Context: an optimization exercise on an open-source flow, tuned for small area and a short achievable clock period. The choices shown serve that exercise and are no tape-out recipe. Function was checked by simulation only, so behaviour that the tests miss may differ from the original. Power is estimated from default activity; no workload was simulated.

## run 1
==> flow/design.v (excerpt) <==
module fadd_sub(
  input  logic        clk_i,
  input  logic [31:0] operand_a,
  input  logic [31:0] operand_b,
  output logic [31:0] result_o
);
  wire        sa = operand_a[31], sb = operand_b[31];
  wire [7:0]  fa = operand_a[30:23], fb = operand_b[30:23];
  wire        za = (fa == 8'd0), zb = (fb == 8'd0);    
  wire [7:0]  ea1 = {fa[7:1], fa[0] | za};             
  wire [7:0]  eb1 = {fb[7:1], fb[0] | zb};
  wire [23:0] ma = {~za, operand_a[22:0]};
  wire [23:0] mb = {~zb, operand_b[22:0]};
  wire [7:0]  ea = {fa[7:1], fa[0] | (za & (operand_a[22:0] != 23'd0))};
  wire [7:0]  eb = {fb[7:1], fb[0] | (zb & (operand_b[22:0] != 23'd0))};
  wire [7:0]  xp = fa ^ ~fb;
  wire [7:0]  xg = fa & ~fb;
  wire eg0 = xg[1] | (xp[1] & xg[0]);
  wire ep0 = xp[1] & xp[0];
  wire eg1 = xg[3] | (xp[3] & xg[2]);
  wire ep1 = xp[3] & xp[2];
  wire eg2 = xg[5] | (xp[5] & xg[4]);
  wire ep2 = xp[5] & xp[4];
  wire eg3 = xg[7] | (xp[7] & xg[6]);
  wire ep3 = xp[7] & xp[6];
  wire eg4 = xg[2] | (xp[2] & eg0);
  wire ep4 = xp[2] & ep0;
  wire eg5 = eg1 | (ep1 & eg0);
  wire ep5 = ep1 & ep0;
  wire eg6 = xg[6] | (xp[6] & eg2);
  wire ep6 = xp[6] & ep2;
  wire eg7 = eg3 | (ep3 & eg2);
  wire ep7 = ep3 & ep2;
  wire eg8 = xg[4] | (xp[4] & eg5);
  wire ep8 = xp[4] & ep5;
  wire eg9 = eg2 | (ep2 & eg5);
  wire ep9 = ep2 & ep5;
  wire eg10 = eg6 | (ep6 & eg5);
  wire ep10 = ep6 & ep5;
  wire eg11 = eg7 | (ep7 & eg5);
  wire ep11 = ep7 & ep5;
  wire [7:0]  gE = {eg11, eg10, eg9, eg8, eg5, eg4, eg0, xg[0]};
  wire [7:0]  pE;
  assign pE[0] = xp[0];
  assign pE[1] = pE[0] & xp[1];
  assign pE[2] = pE[1] & xp[2];
  assign pE[3] = pE[2] & xp[3];
  assign pE[4] = pE[3] & xp[4];
  assign pE[5] = pE[4] & xp[5];
  assign pE[6] = pE[5] & xp[6];
  assign pE[7] = pE[6] & xp[7];
  wire        a_exp_gt = gE[7];               
  wire        exp_eq = pE[7];                 
  wire [7:0]  d;                              
  wire        corr = za ^ zb;
  assign d[0] = a_exp_gt ? (xp[0] ^ ~corr) : ~(xp[0] ^ corr);
  assign d[1] = a_exp_gt ? (xp[1] ^ (gE[0] | (pE[0] & ~corr))) : ~(xp[1] ^ (gE[0] | (pE[0] & corr)));
  assign d[2] = a_exp_gt ? (xp[2] ^ (gE[1] | (pE[1] & ~corr))) : ~(xp[2] ^ (gE[1] | (pE[1] & corr)));
  assign d[3] = a_exp_gt ? (xp[3] ^ (gE[2] | (pE[2] & ~corr))) : ~(xp[3] ^ (gE[2] | (pE[2] & corr)));
  ...
For scale: ~1200 cells after synthesis, about 58 flip-flops, about 97 I/O pins, ~6000 um2 of cells after synthesis.
==> flow/config.mk <==
export PLATFORM = sky130hd
export DESIGN_NAME = fadd_sub
export DESIGN_NICKNAME = fadd_sub
export VERILOG_FILES = /design/flow/design.v
export SDC_FILE = /design/flow/constraint.sdc
export NUM_CORES = 4
export LEC_CHECK = 0
export ABC_AREA = 1
export CAP_MARGIN = 20
export CORE_MARGIN = 2
export CORE_UTILIZATION = 40
export SLEW_MARGIN = 20
==> flow/constraint.sdc <==
create_clock -name core_clock -period 12.0 [get_ports {clk_i}]
set_input_delay 2.4000 -clock core_clock [delete_from_list [all_inputs] [get_ports {clk_i}]]
set_output_delay 2.4000 -clock core_clock [all_outputs]
set_load 0.01 [all_outputs]
standard.sh (not shown) runs the stock make flow with config.mk's settings and CLKGATE_MAP_FILE= SYNTH_SCRIPT=/design/flow/synth_recipe.tcl, a recipe that flattens the netlist after the stock synthesis.
==> flow/flow/run.sh <==
#!/bin/bash
# Own layout flow: the standard ORFS flow (standard.sh), with these changes:
#  - ports are buffered with sky130_fd_sc_hd__buf_1 (which repair may upsize)
#    instead of the clkdlybuf4s50_1 that buffer_ports picks by default;
#  - repair_timing aims for a setup slack margin of MARGIN ns (flow/margin);
#  - if flow/abc.script exists, synthesis is the standard synthesis script
#    with its ABC step replaced (flow/my_synth.tcl): the logic from the
#    registers to result_o is mapped with flow/abc_out.script (if present),
#    the rest with flow/abc.script. Flip-flops are mapped before ABC runs, so
#    the registers are exactly the standard synthesis's;
#  - any extra ORFS variables listed in flow/env (KEY=VALUE lines).
# Every tool's output goes to the ORFS logs under orfs/logs, and make's own
# output to standard.log in this folder.
set -euo pipefail
MARGIN=$(cat flow/margin 2>/dev/null || echo 5)
export BUFFER_PORTS_ARGS="-buffer_cell sky130_fd_sc_hd__buf_1"
if [[ -f flow/env ]]; then set -a; source flow/env; set +a; fi
EXTRA=()
if [[ -f flow/abc.script ]]; then
  export MY_ABC_SCRIPT="$PWD/flow/abc.script"
  if [[ -f flow/abc_out.script ]]; then export MY_ABC_OUT_SCRIPT="$PWD/flow/abc_out.script"; fi
  EXTRA+=("SYNTH_SCRIPT=$PWD/flow/my_synth.tcl")
fi
bash standard.sh "${EXTRA[@]}" SETUP_SLACK_MARGIN=$MARGIN finish > standard.log 2>&1
==> flow/flow/abc.script <==
strash
dch
map -B 0.9 -D 4000
strash
dch
map -B 0.9 -D 4000
topo
stime -c
buffer -c
upsize -c -D 4000
dnsize -c -D 4000
==> flow/flow/abc_out.script <==
strash
dch
map -B 0.9 -D 1500
topo
stime -c
buffer -c
upsize -c -D 1500
dnsize -c -D 1500
==> flow/flow/env <==
CTS_ARGS="-sink_clustering_enable -repair_clock_nets -dont_use_dummy_load -buf_list sky130_fd_sc_hd__clkbuf_8"
ADDER_MAP_FILE=
==> flow/flow/margin <==
6.8
Other scripts of this flow, unchanged in this note and not shown: flow/flow/my_synth.tcl
Run 1: no failed stages, no open violations at the end
Input-level comparison between run 2 and run 1:
diff --git a/flow/flow/run.sh b/flow/flow/run.sh
--- a/flow/flow/run.sh
+++ b/flow/flow/run.sh
@@ -11 +11,2 @@
-#  - any extra ORFS variables listed in flow/env (KEY=VALUE lines).
+#  - any extra ORFS variables listed in flow/env (KEY=VALUE lines), and
+#    make variable assignments in flow/make_args (one line).
@@ -23,0 +25 @@
+if [[ -f flow/make_args ]]; then read -r -a MARGS < flow/make_args; EXTRA+=("${MARGS[@]}"); fi
==> flow/flow/abc.script <==
strash
dch
map -B 0.9 -D 3800
strash
dch
map -B 0.9 -D 3800
topo
stime -c
buffer -c
upsize -c -D 3800
dnsize -c -D 3800
==> flow/flow/env <==
CTS_ARGS="-sink_clustering_enable -repair_clock_nets -dont_use_dummy_load -buf_list sky130_fd_sc_hd__clkbuf_4"
ADDER_MAP_FILE=
==> flow/flow/margin <==
6.3
removed: flow/flow/abc_out.script
## What came out
[compare] base=run 1 new=run 2: per-cell via count in the routed design higher, mux cell area share after synthesis lower. Changes observed in run 2 relative to run 1: net load switching power lower, power now smaller, number of inverters outside the clock class in the layout -14%, cell depth of the worst setup path +1.
The inputs of run 3 differ from those of run 2 as listed below.
==> flow/flow/abc.script <==
strash
dch
map -B 0.9 -D 3000
strash
dch
map -B 0.9 -D 3000
topo
stime -c
buffer -c
upsize -c -D 3000
dnsize -c -D 3000
==> flow/flow/abc_out.script (new file) <==
strash
dch
map -B 0.9 -D 1500
topo
stime -c
buffer -c
upsize -c -D 1500
dnsize -c -D 1500
==> flow/flow/env <==
CTS_ARGS="-sink_clustering_enable -repair_clock_nets -dont_use_dummy_load -buf_list sky130_fd_sc_hd__clkbuf_8"
ADDER_MAP_FILE=
==> flow/flow/margin <==
6.5
Results
Run 2 → run 3: setup slack now larger, synthesized cell count went up by 15%, fraction of power consumed by the clock network has increased, internal power consumption up 0.026 mW. Combined buffer and inverter count along the critical path is lower on run 2. Fraction of synthesized area in multiplexers sits higher in run 3 than in run 2. Note that the count of multi-input combinational gates recorded for run 3 amounts to 1.14 times the value seen in run 2.

==> afterwards: timing with drivers on the ports <==
No port has a modelled driver above. Below, the same layouts with a new extraction and two added sets of constraints. Step 1 assumes that a clkbuf_16 drives the clock port and a buf_2 every other input. Step 2 also shifts input and output timing later by t, the mid clock arrival at the registers, as if the neighbouring blocks saw the same clock. a / b / c = no drivers / after step 1 / after step 2; a / b = the first two.
run | t (ns) | setup WS [ns] | clock arrival spread, ns | worst slew at a driven data input, ns
run 1 | 0.340 | 6.954 / 6.960 / 6.621 | 0.015 / 0.015 | 0.05
run 2 | 0.443 | 6.528 / 6.497 / 6.117 | 0.029 / 0.030 | 0.05
run 3 | 0.369 | 6.725 / 6.738 / 6.368 | 0.013 / 0.013 | 0.03
After both steps setup and hold are still met in every run listed. The setup slack of run 2, which loses most, moves by -0.031 ns with the drivers and by -0.411 ns with both steps.
